This is an optimization exercise on Yosys and OpenROAD, whose aim is small area, not a production implementation.
The RTL was checked by simulation tests, not by an equivalence proof against the original design.
Power is estimated from default activity; no workload was simulated.

==> design/flow/design.v <==
module jts16_fd1094_ctrl(
    input             rst,
    input             clk,
    input             inta_n,       
    input             op_n,
    input      [23:1] addr,
    input      [15:0] dec,    
    input      [ 7:0] gkey0,
    input             sup_prog,
    input             dtackn,
    output     [ 7:0] st
);
reg [ 7:0] state;
reg        irqmode;
reg [ 1:0] stchange;
reg [15:0] stcode;
reg        dtacknl, other;
wire       stadv;
assign st    = irqmode ? gkey0 : state;
assign stadv = !op_n && dtacknl && !dtackn && sup_prog && stchange!=0;
always @(posedge clk, posedge rst) begin
    if( rst ) begin
        state     <= 0;
        stchange  <= 0;
        irqmode   <= 0;
        dtacknl   <= 0;
    end else begin
        dtacknl <= dtackn;
        if( !inta_n ) irqmode <= 1;
        if( stadv ) begin
            stchange <= stchange << 1;
            if( stchange[0] ) begin
                stcode <= dec;
                if( dec[15:10]!=0 ) stchange <= 0;  
            end
            if( stchange[1] && dec==16'hffff ) begin
                case( stcode[9:8])
                    0: state <= stcode[7:0];
                    1: begin
                        state   <= 0;  
                        irqmode <= 0;
                    end
                    2: irqmode <= 1;  
                    3: irqmode <= 0;  
                endcase
            end
        end
        if( !op_n && !dtackn && sup_prog   ) begin
            if( dec[15:8]==8'h0c && dec[7:6]==2'b10 ) begin
                stchange <= 2'b01;
            end
            if( dec == 16'h4e73 ) irqmode <= 0;
        end
        if( !dtackn && dtacknl ) begin
            other <= op_n;
            if(other && op_n) stchange<=0;
        end
    end
end
endmodule
module jts16_fd1094_dec(
    input             rst,
    input             clk,
    output reg [12:0] key_addr,
    input      [ 7:0] key_data,
    input      [12:0] prog_addr,
    input             fd1094_we,
    input      [ 7:0] prog_data,
    input             dec_en,
    input             vrq,       
    input      [ 7:0] st,        
    output reg [ 7:0] gkey0,     
    input             op_n,      
    input      [23:1] addr,
    input      [15:0] enc,
    output     [15:0] dec,
    input             rom_ok,
    output reg        ok_dly
);
reg [7:0] gkey1, gkey2, gkey3;
reg [7:0] gkey1_st, gkey2_st, gkey3_st;
wire [ 7:0] xor_mask1, xor_mask2, xor_mask3;
reg         key_F, mask_en;
reg  [15:0] val, masked;
assign dec = (dec_en & ~op_n) ? masked : enc;
assign xor_mask1 = { st[2], st[4], st[3], st[6],
                     st[5], st[0], st[4], st[1]};
assign xor_mask2 = { st[0], st[2], st[6], st[1],
                     st[4], st[6], st[3], st[7]};
assign xor_mask3 = { st[0], st[7], st[3], st[5],
                     st[5], st[2], st[7], st[1]};
wire global_xor0         = ~gkey1_st[5];
wire global_xor1         = ~gkey1_st[2];
wire global_swap2        = ~gkey1_st[0];
wire global_swap0a       = ~gkey2_st[5];
wire global_swap0b       = ~gkey2_st[2];
wire global_swap3        = ~gkey3_st[6];
wire global_swap1        = ~gkey3_st[4];
wire global_swap4        = ~gkey3_st[2];
wire key_0a = key_data[0] ^ gkey3_st[1];
wire key_0b = key_data[0] ^ gkey1_st[7];
wire key_0c = key_data[0] ^ gkey1_st[1];
wire key_1a = key_data[1] ^ gkey2_st[7];
wire key_1b = key_data[1] ^ gkey1_st[3];
wire key_2a = key_data[2] ^ gkey3_st[7];
wire key_2b = key_data[2] ^ gkey1_st[4];
wire key_3a = key_data[3] ^ gkey2_st[0];
wire key_3b = key_data[3] ^ gkey3_st[3];
wire key_4a = key_data[4] ^ gkey2_st[3];
wire key_4b = key_data[4] ^ gkey3_st[0];
wire key_5a = key_data[5] ^ gkey3_st[5];
wire key_5b = key_data[5] ^ gkey1_st[6];
wire key_6a = key_data[6] ^ gkey2_st[1];
wire key_6b = key_data[6] ^ gkey2_st[6];
wire key_7a = key_data[7] ^ gkey2_st[4];
always @(posedge clk) begin
    if( fd1094_we && prog_addr<4 ) begin
        case( prog_addr[1:0] )
            0: gkey0 <= prog_data;
            1: gkey1 <= prog_data;
            2: gkey2 <= prog_data;
            3: gkey3 <= prog_data;
        endcase
    end
end
always @(*) begin
    key_addr = addr[13:1];
    if ((addr[16:1] & 16'h0ffc) == 0 && addr >= 4)
        key_addr[12] = 1;
    key_F = addr[13] ? key_data[7] : key_data[6];
    gkey1_st = gkey1 ^ xor_mask1;
    gkey2_st = gkey2 ^ xor_mask2;
    gkey3_st = gkey3 ^ xor_mask3;
    if( vrq ) begin
        if( addr <= 3 ) gkey3_st = 0;
        if( addr <= 2 ) gkey2_st = 0;
        if( addr <= 1 ) gkey1_st = 0;
        if( addr <= 1 ) key_F = 0;
    end
end
always @(*) begin
    val=enc;
    if (val[15] ) begin
        val = { 
    val[15], val[9], val[10], val[13], val[3], val[12], val[0], val[14], 
    val[6],  val[5],  val[2],  val[11],  val[8],  val[1],  val[4], val[7] };
        if (!global_xor1)   if (~val[11]  )  val = val ^ 16'h3002;                                       
                            if (~val[ 5]  )  val = val ^ 16'h0044;                                       
        if (!key_1b)        if (~val[10]  )  val = val ^ 16'h0890;                                       
        if (!global_swap2)  if (!key_0c)        val = val ^ 16'h0308;                                       
                                                val = val ^ 16'h6561;
        if (!key_2b)        val = { 
    val[15], val[10], val[13], val[12], val[11], val[14], val[9], val[8], 
    val[7],  val[6],  val[0],  val[4],  val[3],  val[2],  val[1], val[5] };              
    end
    if (val[14] ) begin
        val = { 
    val[13], val[14], val[7], val[0], val[8], val[6], val[4], val[2], 
    val[1],  val[15],  val[3],  val[11],  val[12],  val[10],  val[5], val[9] };
        if (!global_xor0)   if (val[4]  )   val = val ^ 16'h0468;                                       
        if (!key_3a)        if (val[8]  )   val = val ^ 16'h0081;                                       
        if (!key_6a)        if (val[2]  )   val = val ^ 16'h0100;                                       
        if (!key_5b)        if (!key_0b)        val = val ^ 16'h3012;                                       
                                                val = val ^ 16'h3523;
        if (!global_swap0b) val = { 
    val[2], val[14], val[13], val[12], val[9], val[10], val[11], val[8], 
    val[7],  val[6],  val[5],  val[4],  val[3],  val[15],  val[1], val[0] };    
    end
    if (val[13] ) begin      
        val = { 
    val[10], val[2], val[13], val[7], val[8], val[0], val[3], val[14], 
    val[6],  val[15],  val[1],  val[11],  val[9],  val[4],  val[5], val[12] };
        if (!key_4a)        if (val[11]  )   val = val ^ 16'h010c;                                       
        if (!key_1a)        if (val[ 7]  )   val = val ^ 16'h1000;                                       
        if (!key_7a)        if (val[10]  )   val = val ^ 16'h0a21;                                       
        if (!key_4b)        if (!key_0a)        val = val ^ 16'h0080;                                       
        if (!global_swap0a) if (!key_6b)        val = val ^ 16'hc000;                                       
                                                val = val ^ 16'h99a5;
        if (!key_5b)        val = { 
    val[15], val[14], val[13], val[12], val[11], val[1], val[9], val[8], 
    val[7],  val[10],  val[5],  val[6],  val[3],  val[2],  val[4], val[0] };    
    end
    if (val[15:13]!=0 ) begin
        val = { 
    val[15], val[13], val[14], val[5], val[6], val[0], val[9], val[10], 
    val[4],  val[11],  val[1],  val[2],  val[12],  val[3],  val[7], val[8] };
        val = val ^ 16'h17ff;
        if (!global_swap4)  val = { 
    val[15], val[14], val[13], val[6], val[11], val[10], val[9], val[5], 
    val[7],  val[12],  val[8],  val[4],  val[3],  val[2],  val[1], val[0] };   
        if (!global_swap3)  val = { 
    val[13], val[15], val[14], val[12], val[11], val[10], val[9], val[8], 
    val[7],  val[6],  val[5],  val[4],  val[3],  val[2],  val[1], val[0] };   
        if (!global_swap2)  val = { 
    val[15], val[14], val[13], val[12], val[11], val[2], val[9], val[8], 
    val[10],  val[6],  val[5],  val[4],  val[3],  val[0],  val[1], val[7] };   
        if (!key_3b)        val = { 
    val[15], val[14], val[13], val[12], val[11], val[10], val[4], val[8], 
    val[7],  val[6],  val[5],  val[9],  val[1],  val[2],  val[3], val[0] };   
        if (!key_2a)        val = { 
    val[13], val[14], val[15], val[12], val[11], val[10], val[9], val[8], 
    val[7],  val[6],  val[5],  val[4],  val[3],  val[2],  val[1], val[0] };   
        if (!global_swap1)  val = { 
    val[15], val[14], val[13], val[12], val[9], val[8], val[11], val[10], 
    val[7],  val[6],  val[5],  val[4],  val[3],  val[2],  val[1], val[0] };   
        if (!key_5a)        val = { 
    val[15], val[14], val[13], val[12], val[11], val[10], val[9], val[8], 
    val[4],  val[5],  val[7],  val[6],  val[3],  val[2],  val[1], val[0] };   
        if (!global_swap0a) val = { 
    val[15], val[14], val[13], val[12], val[11], val[10], val[9], val[8], 
    val[7],  val[6],  val[5],  val[4],  val[0],  val[3],  val[2], val[1] };   
    end
    val = { 
    val[12], val[15], val[14], val[13], val[11], val[10], val[9], val[8], 
    val[7],  val[6],  val[5],  val[4],  val[3],  val[2],  val[1], val[0] };
    if ((val & 16'hb080) == 16'h8000) val = val ^ 16'h4000;
    if ((val & 16'hf000) == 16'hc000) val = val ^ 16'h0080;
    if ((val & 16'hb100) == 16'h0000) val = val ^ 16'h4000;
end
always @(posedge clk) begin
    if(rom_ok) masked <= mask_en ? 16'hffff : val;
    ok_dly <= rom_ok;
end
always @(val, key_F) begin
    case( { val[15:1], 1'b0} )
    16'h013a,16'h033a,16'h053a,16'h073a,16'h083a,16'h093a,16'h0b3a,16'h0d3a,16'h0f3a,
    16'h103a,       16'h10ba,16'h10fa,    16'h113a,16'h117a,16'h11ba,16'h11fa,
    16'h123a,       16'h12ba,16'h12fa,    16'h133a,16'h137a,16'h13ba,16'h13fa,
    16'h143a,       16'h14ba,16'h14fa,    16'h153a,16'h157a,16'h15ba,
    16'h163a,       16'h16ba,16'h16fa,    16'h173a,16'h177a,16'h17ba,
    16'h183a,       16'h18ba,16'h18fa,    16'h193a,16'h197a,16'h19ba,
    16'h1a3a,       16'h1aba,16'h1afa,    16'h1b3a,16'h1b7a,16'h1bba,
    16'h1c3a,       16'h1cba,16'h1cfa,    16'h1d3a,16'h1d7a,16'h1dba,
    16'h1e3a,       16'h1eba,16'h1efa,    16'h1f3a,16'h1f7a,16'h1fba,
    16'h203a,16'h207a,16'h20ba,16'h20fa,    16'h213a,16'h217a,16'h21ba,16'h21fa,
    16'h223a,16'h227a,16'h22ba,16'h22fa,    16'h233a,16'h237a,16'h23ba,16'h23fa,
    16'h243a,16'h247a,16'h24ba,16'h24fa,    16'h253a,16'h257a,16'h25ba,
    16'h263a,16'h267a,16'h26ba,16'h26fa,    16'h273a,16'h277a,16'h27ba,
    16'h283a,16'h287a,16'h28ba,16'h28fa,    16'h293a,16'h297a,16'h29ba,
    16'h2a3a,16'h2a7a,16'h2aba,16'h2afa,    16'h2b3a,16'h2b7a,16'h2bba,
    16'h2c3a,16'h2c7a,16'h2cba,16'h2cfa,    16'h2d3a,16'h2d7a,16'h2dba,
    16'h2e3a,16'h2e7a,16'h2eba,16'h2efa,    16'h2f3a,16'h2f7a,16'h2fba,
    16'h303a,16'h307a,16'h30ba,16'h30fa,    16'h313a,16'h317a,16'h31ba,16'h31fa,
    16'h323a,16'h327a,16'h32ba,16'h32fa,    16'h333a,16'h337a,16'h33ba,16'h33fa,
    16'h343a,16'h347a,16'h34ba,16'h34fa,    16'h353a,16'h357a,16'h35ba,
    16'h363a,16'h367a,16'h36ba,16'h36fa,    16'h373a,16'h377a,16'h37ba,
    16'h383a,16'h387a,16'h38ba,16'h38fa,    16'h393a,16'h397a,16'h39ba,
    16'h3a3a,16'h3a7a,16'h3aba,16'h3afa,    16'h3b3a,16'h3b7a,16'h3bba,
    16'h3c3a,16'h3c7a,16'h3cba,16'h3cfa,    16'h3d3a,16'h3d7a,16'h3dba,
    16'h3e3a,16'h3e7a,16'h3eba,16'h3efa,    16'h3f3a,16'h3f7a,16'h3fba,
    16'h41ba,16'h43ba,16'h44fa,16'h45ba,16'h46fa,16'h47ba,16'h49ba,16'h4bba,16'h4cba,16'h4cfa,16'h4dba,16'h4fba,
    16'h803a,16'h807a,16'h80ba,16'h80fa,    16'h81fa,
    16'h823a,16'h827a,16'h82ba,16'h82fa,    16'h83fa,
    16'h843a,16'h847a,16'h84ba,16'h84fa,    16'h85fa,
    16'h863a,16'h867a,16'h86ba,16'h86fa,    16'h87fa,
    16'h883a,16'h887a,16'h88ba,16'h88fa,    16'h89fa,
    16'h8a3a,16'h8a7a,16'h8aba,16'h8afa,    16'h8bfa,
    16'h8c3a,16'h8c7a,16'h8cba,16'h8cfa,    16'h8dfa,
    16'h8e3a,16'h8e7a,16'h8eba,16'h8efa,    16'h8ffa,
    16'h903a,16'h907a,16'h90ba,16'h90fa,    16'h91fa,
    16'h923a,16'h927a,16'h92ba,16'h92fa,    16'h93fa,
    16'h943a,16'h947a,16'h94ba,16'h94fa,    16'h95fa,
    16'h963a,16'h967a,16'h96ba,16'h96fa,    16'h97fa,
    16'h983a,16'h987a,16'h98ba,16'h98fa,    16'h99fa,
    16'h9a3a,16'h9a7a,16'h9aba,16'h9afa,    16'h9bfa,
    16'h9c3a,16'h9c7a,16'h9cba,16'h9cfa,    16'h9dfa,
    16'h9e3a,16'h9e7a,16'h9eba,16'h9efa,    16'h9ffa,
    16'hb03a,16'hb07a,16'hb0ba,16'hb0fa,    16'hb1fa,
    16'hb23a,16'hb27a,16'hb2ba,16'hb2fa,    16'hb3fa,
    16'hb43a,16'hb47a,16'hb4ba,16'hb4fa,    16'hb5fa,
    16'hb63a,16'hb67a,16'hb6ba,16'hb6fa,    16'hb7fa,
    16'hb83a,16'hb87a,16'hb8ba,16'hb8fa,    16'hb9fa,
    16'hba3a,16'hba7a,16'hbaba,16'hbafa,    16'hbbfa,
    16'hbc3a,16'hbc7a,16'hbcba,16'hbcfa,    16'hbdfa,
    16'hbe3a,16'hbe7a,16'hbeba,16'hbefa,    16'hbffa,
    16'hc03a,16'hc07a,16'hc0ba,16'hc0fa,    16'hc1fa,
    16'hc23a,16'hc27a,16'hc2ba,16'hc2fa,    16'hc3fa,
    16'hc43a,16'hc47a,16'hc4ba,16'hc4fa,    16'hc5fa,
    16'hc63a,16'hc67a,16'hc6ba,16'hc6fa,    16'hc7fa,
    16'hc83a,16'hc87a,16'hc8ba,16'hc8fa,    16'hc9fa,
    16'hca3a,16'hca7a,16'hcaba,16'hcafa,    16'hcbfa,
    16'hcc3a,16'hcc7a,16'hccba,16'hccfa,    16'hcdfa,
    16'hce3a,16'hce7a,16'hceba,16'hcefa,    16'hcffa,
    16'hd03a,16'hd07a,16'hd0ba,16'hd0fa,    16'hd1fa,
    16'hd23a,16'hd27a,16'hd2ba,16'hd2fa,    16'hd3fa,
    16'hd43a,16'hd47a,16'hd4ba,16'hd4fa,    16'hd5fa,
    16'hd63a,16'hd67a,16'hd6ba,16'hd6fa,    16'hd7fa,
    16'hd83a,16'hd87a,16'hd8ba,16'hd8fa,    16'hd9fa,
    16'hda3a,16'hda7a,16'hdaba,16'hdafa,    16'hdbfa,
    16'hdc3a,16'hdc7a,16'hdcba,16'hdcfa,    16'hddfa,
    16'hde3a,16'hde7a,16'hdeba,16'hdefa,    16'hdffa:
                 mask_en = 1;
        default: mask_en = 0;
    endcase
    if(key_F && (
           (val & 16'hff80) == 16'h4e80 ||
           (val & 16'hf0f8) == 16'h50c8 ||
            val[15:12] == 4'h6 ))
        mask_en = 1;
end
endmodule
module jts16_fd1094(
    input             rst,
    input             clk,
    output     [12:0] key_addr,
    input      [ 7:0] key_data,
    input      [12:0] prog_addr,
    input             fd1094_we,
    input      [ 7:0] prog_data,
    input             dec_en,
    input      [ 2:0] FC,
    input             ASn,
    input      [23:1] addr,
    input      [15:0] enc,
    output     [15:0] dec,
    input             rom_ok,
    input             dtackn,
    output            ok_dly
);
wire [7:0] st,        
           gkey0;
wire inta_n = ~&{ FC[2], FC[1], FC[0], ~ASn };  
wire vrq    = ~&FC;
wire op_n   = FC[1:0]!=2'b10;
wire sup_prog = FC == 3'd6;
jts16_fd1094_ctrl u_ctrl(
    .rst        ( rst       ),
    .clk        ( clk       ),
    .inta_n     ( inta_n    ),       
    .op_n       ( op_n      ),
    .addr       ( addr      ),
    .dec        ( dec       ),
    .gkey0      ( gkey0     ),
    .sup_prog   ( sup_prog  ),
    .dtackn     ( dtackn    ),
    .st         ( st        )
);
jts16_fd1094_dec u_dec(
    .rst        ( rst       ),
    .clk        ( clk       ),
    .key_addr   ( key_addr  ),
    .key_data   ( key_data  ),
    .prog_addr  ( prog_addr ),
    .fd1094_we  ( fd1094_we ),
    .prog_data  ( prog_data ),
    .dec_en     ( dec_en    ),
    .vrq        ( vrq       ),       
    .st         ( st        ),        
    .gkey0      ( gkey0     ),
    .op_n       ( op_n      ),      
    .addr       ( addr      ),
    .enc        ( enc       ),
    .dec        ( dec       ),
    .rom_ok     ( rom_ok    ),
    .ok_dly     ( ok_dly    )
);
endmodule
==> design/flow/run.sh <==
#!/bin/bash
# synth_recipe.tcl (not shown) runs the flow's synth.tcl, then flattens the netlist and writes it again
# the make line also repeats each setting of config.mk as NAME=value (left out here)
make -C /OpenROAD-flow-scripts/flow DESIGN_CONFIG=/design/flow/config.mk WORK_HOME=/design/flow/orfs CLKGATE_MAP_FILE= SYNTH_SCRIPT=/design/flow/synth_recipe.tcl finish
==> design/flow/config.mk <==
export PLATFORM = sky130hd
export DESIGN_NAME = jts16_fd1094
export DESIGN_NICKNAME = jts16_fd1094
export VERILOG_FILES = /design/flow/design.v
export SDC_FILE = /design/flow/constraint.sdc
export NUM_CORES = 4
export LEC_CHECK = 0
export CAP_MARGIN = 20
export CORE_MARGIN = 2
export CORE_UTILIZATION = 40
export SLEW_MARGIN = 20
==> design/flow/constraint.sdc <==
create_clock -name core_clock -period 10.0 [get_ports {clk}]
set_input_delay 2.0000 -clock core_clock [delete_from_list [all_inputs] [get_ports {clk}]]
set_output_delay 2.0000 -clock core_clock [all_outputs]
set_load 0.01 [all_outputs]
==> flow_metrics.env <==
export IMPL_grt_max_degree=49
export IMPL_area_growth_syn_to_layout_pct=18.40
export IMPL_grt_pass1_vias=8096
export IMPL_synth_top_cell_by_area="sky130_fd_sc_hd__edfxtp_1"
export IMPL_place_worst_setup_slack_ps=1240
export IMPL_timing_final_setup_violations=0
export IMPL_fin_setup_tns_ps=0
export IMPL_final_nets=1121
export IMPL_timing_critical_path_required_ps=10060
export IMPL_ys_dominant_reg_cell="sky130_fd_sc_hd__edfxtp_1"
export IMPL_syn_avg_cell_area_um2=8.312
export IMPL_place_port_buffers=107
export IMPL_post_cts_repair_setup_buffers=0
export IMPL_path_max_fanout=19
export IMPL_place_area_um2=9260
export IMPL_initial_cell_density_of_the_core_pct=41.11
export IMPL_global_route_wire_length_before_repair_um=48810
export IMPL_most_common_cell_after_layout_fill_and_taps_aside="sky130_fd_sc_hd__clkdlybuf4s50_1"
export IMPL_ir_drop_v=0.00007910
export IMPL_die_height_um=146.1
export IMPL_antenna_violating_nets_post_route=0
export IMPL_die_area_um2=21350
export IMPL_first_pass_iteration_count_of_the_detailed_router=7
export IMPL_residual_overflow_from_global_routing=0
export IMPL_cts_htree_levels=3
export IMPL_seq_area_um2=2092
export IMPL_max_cap_violations=0
export IMPL_clock_transition_time_at_the_flip_flop_clock_pins_of_the_worst_setup_and_hold_paths_ps=60
export IMPL_clock_sinks=72
export IMPL_async_flop_share_pct=16.67
export IMPL_post_route_period_util_pct=85.10
export IMPL_power_per_cell_area_nw_per_um2=143.1
export IMPL_critical_path_arrival_ps=8570
export IMPL_timing_critical_path_to_type="flop"
export IMPL_core_area_um2=19650
export IMPL_cts_hold_buffers_added=0
export IMPL_num_io_pins=108
export IMPL_drtIter0Drc=1091
export IMPL_post_drt_via_cell_ratio=6.526
export IMPL_holdWs_ps=490.2
export IMPL_synth_enable_flop_cells=59
export IMPL_syn_instance_count=972
export IMPL_syn_cell_area_um2=8079
export IMPL_drive_above_1_share_pct=10.31
export IMPL_grt_setup_unrepaired="no"
export IMPL_detailedPlacementHpwl_um=24700
export IMPL_routed_via_count=8568
export IMPL_maxClockFrequency_mhz=117.5
export IMPL_yosys_cell_types_count=113
export IMPL_n_fill_cell=1982
export IMPL_synthTopCellsByArea="sky130_fd_sc_hd__edfxtp_1 (22%), sky130_fd_sc_hd__xnor2_1 (6.0%), sky130_fd_sc_hd__mux2i_1 (4.1%)"
export IMPL_post_cts_resize_count=0
export IMPL_cts_root_buf="sky130_fd_sc_hd__clkbuf_16"
export IMPL_relSlewSlack_pct=33.68
export IMPL_drcViolationCount=0
export IMPL_rows=51
export IMPL_stdcell_area_um2=9565
export IMPL_final_hold_violation_count=0
export IMPL_average_detailed_routed_wire_length_per_instance_um=23.97
export IMPL_timing_final_ws_setup_ps=1490
export IMPL_mostFrequentLayoutCells="sky130_fd_sc_hd__clkdlybuf4s50_1 (107), sky130_fd_sc_hd__nand2_1 (84), sky130_fd_sc_hd__nor2_1 (62)"
export IMPL_synthesis_yosys_warnings=2
export IMPL_crit_path_start_kind="input pin"
export IMPL_synth_top_cell_area_share_pct=21.93
export IMPL_status="finished clean"
export IMPL_postSynthRegisterBits=72
export IMPL_leakage_uw=0.003353
export IMPL_timing_final_crit_period_ps=8510
export IMPL_clock_path_buffers=2
export IMPL_synth_seq_area_share_pct=25.89
export IMPL_worstSkewPairLatency_ps=340
export IMPL_n_antenna_cell=0
export IMPL_max_slew_violation_count=0
export IMPL_antenna_found_initial=0
export IMPL_multi_input_area_um2=5564
export IMPL_routed_wirelength_um=31470
export IMPL_max_slew_worst_pin_slew_ps=994.8
export IMPL_number_of_buffers_added_by_the_clock_tree_synthesis_step=9
export IMPL_syn_num_nets=1050
export IMPL_r2r_setup_slack_ps=3030
export IMPL_hp_class="flop to flop"
export IMPL_grtUsageTotal_pct=29.17
export IMPL_kind_of_critical_path="input pin to flop"
export IMPL_tritoncts_clock_tree="built"
export IMPL_finClkSkew_ps=14.00
export IMPL_die_w_um=146.1
export IMPL_globalplace_congestion=0.9979
## worst paths after layout
path	startpoint	depth (start not counted)	endpoint
worst max-delay path	addr[12]	18	u_dec.masked[3]
worst min-delay path	u_ctrl.state[0]	2	u_ctrl.state[0]
worst max register to register	u_ctrl.irqmode	17	u_dec.masked[3]
worst min register to register	u_ctrl.state[0]	2	u_ctrl.state[0]
max in group asynchronous	rst	2	u_ctrl.state[0]
min in group asynchronous	rst	2	u_ctrl.stchange[0]
## cells by family after synthesis
kind of cell | count (synthesis) | share of synthesized area (%)
buffers and inverters | 86 | 5.297
flip-flops | 72 | 25.89
AO/OA/AOI/OAI | 316 | 29.97
XOR/XNOR | 74 | 8.115
AND/OR/NAND/NOR | 379 | 24.79
multiplexers | 45 | 5.932
## routing by layer
metal	vias to the layer above	part of all wire (%)	GRT usage (%)
met1	4112	43	41.27
li1	3910	-	-
met2	482	45	46.06
met5	-	0	0
met3	64	8.8	4.406
met4	0	3.0	8.932
## state kept, by name, indices dropped and copies added (netlist names), 2 cells and up
register and flops:
u_ctrl.state 8, u_ctrl.stchange 2, u_ctrl.stcode 10, u_dec.gkey0 8, u_dec.gkey1 8, u_dec.gkey2 8
u_dec.gkey3 8, u_dec.masked 16
## final cells by class
cell class / count / share of cell area [%]
Clock buffer: 11 / 2.760
Sequential cell: 72 / 21.87
Clock inverter: 5 / 0.3793
Inverter: 23 / 0.9026
Timing Repair Buffer: 123 / 12.45
Multi-Input combinational cell: 814 / 58.17
Tap cell: 265 / 3.466
## worst max-delay path, cell delays in order
cell and delay, ps:
sky130_fd_sc_hd__clkdlybuf4s50_1 440, sky130_fd_sc_hd__or4_1 610, sky130_fd_sc_hd__nor4_1 540, sky130_fd_sc_hd__a22oi_1 460
sky130_fd_sc_hd__and3_4 310, sky130_fd_sc_hd__nor2_2 450, sky130_fd_sc_hd__buf_4 350, sky130_fd_sc_hd__o21ai_2 240
sky130_fd_sc_hd__a2111oi_0 680, sky130_fd_sc_hd__or4b_1 210, sky130_fd_sc_hd__o311a_2 440, sky130_fd_sc_hd__o221ai_4 190
sky130_fd_sc_hd__a21oi_2 540, sky130_fd_sc_hd__nor4_1 140, sky130_fd_sc_hd__o21ai_1 200, sky130_fd_sc_hd__o211ai_2 140
sky130_fd_sc_hd__nor2_2 430, sky130_fd_sc_hd__o211ai_1 170
## cells in the mapped netlist, types with 10 or more instances
cell,count
sky130_fd_sc_hd__o31ai_1,11
sky130_fd_sc_hd__xor2_1,18
sky130_fd_sc_hd__xnor2_1,55
sky130_fd_sc_hd__nor2_1,62
sky130_fd_sc_hd__and3_1,11
sky130_fd_sc_hd__o21ai_0,52
sky130_fd_sc_hd__o211ai_1,13
sky130_fd_sc_hd__a21oi_1,43
sky130_fd_sc_hd__a211oi_1,16
sky130_fd_sc_hd__nor3_1,42
sky130_fd_sc_hd__nand2b_1,19
sky130_fd_sc_hd__o22ai_1,13
sky130_fd_sc_hd__nand2_1,84
sky130_fd_sc_hd__a21o_1,11
sky130_fd_sc_hd__dfrtp_1,12
sky130_fd_sc_hd__nor4_1,15
sky130_fd_sc_hd__nand4_1,15
sky130_fd_sc_hd__edfxtp_1,59
sky130_fd_sc_hd__clkbuf_1,21
sky130_fd_sc_hd__or3_1,11
sky130_fd_sc_hd__mux2_2,10
sky130_fd_sc_hd__a31oi_1,18
sky130_fd_sc_hd__mux2i_1,33
sky130_fd_sc_hd__buf_4,15
sky130_fd_sc_hd__inv_1,23
sky130_fd_sc_hd__nand3_1,59
sky130_fd_sc_hd__buf_2,21
## power breakdown
| group | switching [µW] | internal [µW] |
|---|---|---|
| combinational | 451 | 248 |
| sequential | 7.15 | 351 |
| clock | 122 | 190 |
| total | 580 | 789 |
## through the flow
step | std cells | power, µW | utilization (%)
2_1_floorplan | 972 | 832.6 | -
3_3_place_gp | 1297 | 1050 | 47.12
3_5_place_dp | 1297 | 1043 | 47.12
4_1_cts | 1313 | 1358 | 48.64
5_1_grt | 1313 | 1438 | 48.67
6_report | 1313 | 1369 | 48.67

==> separate check: timing with driven ports <==
The results above use ideal ports. As a check the final layout listed here was re-extracted and re-timed, cells and wires unchanged.
Step 1 sets driving cells, clkbuf_16 on the clock port and buf_2 on the other inputs (assumed; they add their load-dependent delay and slew).
Step 2 also shifts input and output timing later by t, the mid clock arrival at the registers, as if the neighbouring blocks saw the same clock.
Slacks: ideal ports / drivers / drivers and shift; pairs: ideal ports / drivers.
t, ns: 0.366
setup slack, ns: 1.490 / 1.501 / 1.135
worst hold slack (ns): 0.490 / 0.490 / 0.490
slew at the worst register clock pin (ns): 0.06 / 0.06
After both steps setup and hold are still met in this run. The setup slack of this run moves by +0.011 ns with the drivers and by -0.355 ns with both steps.
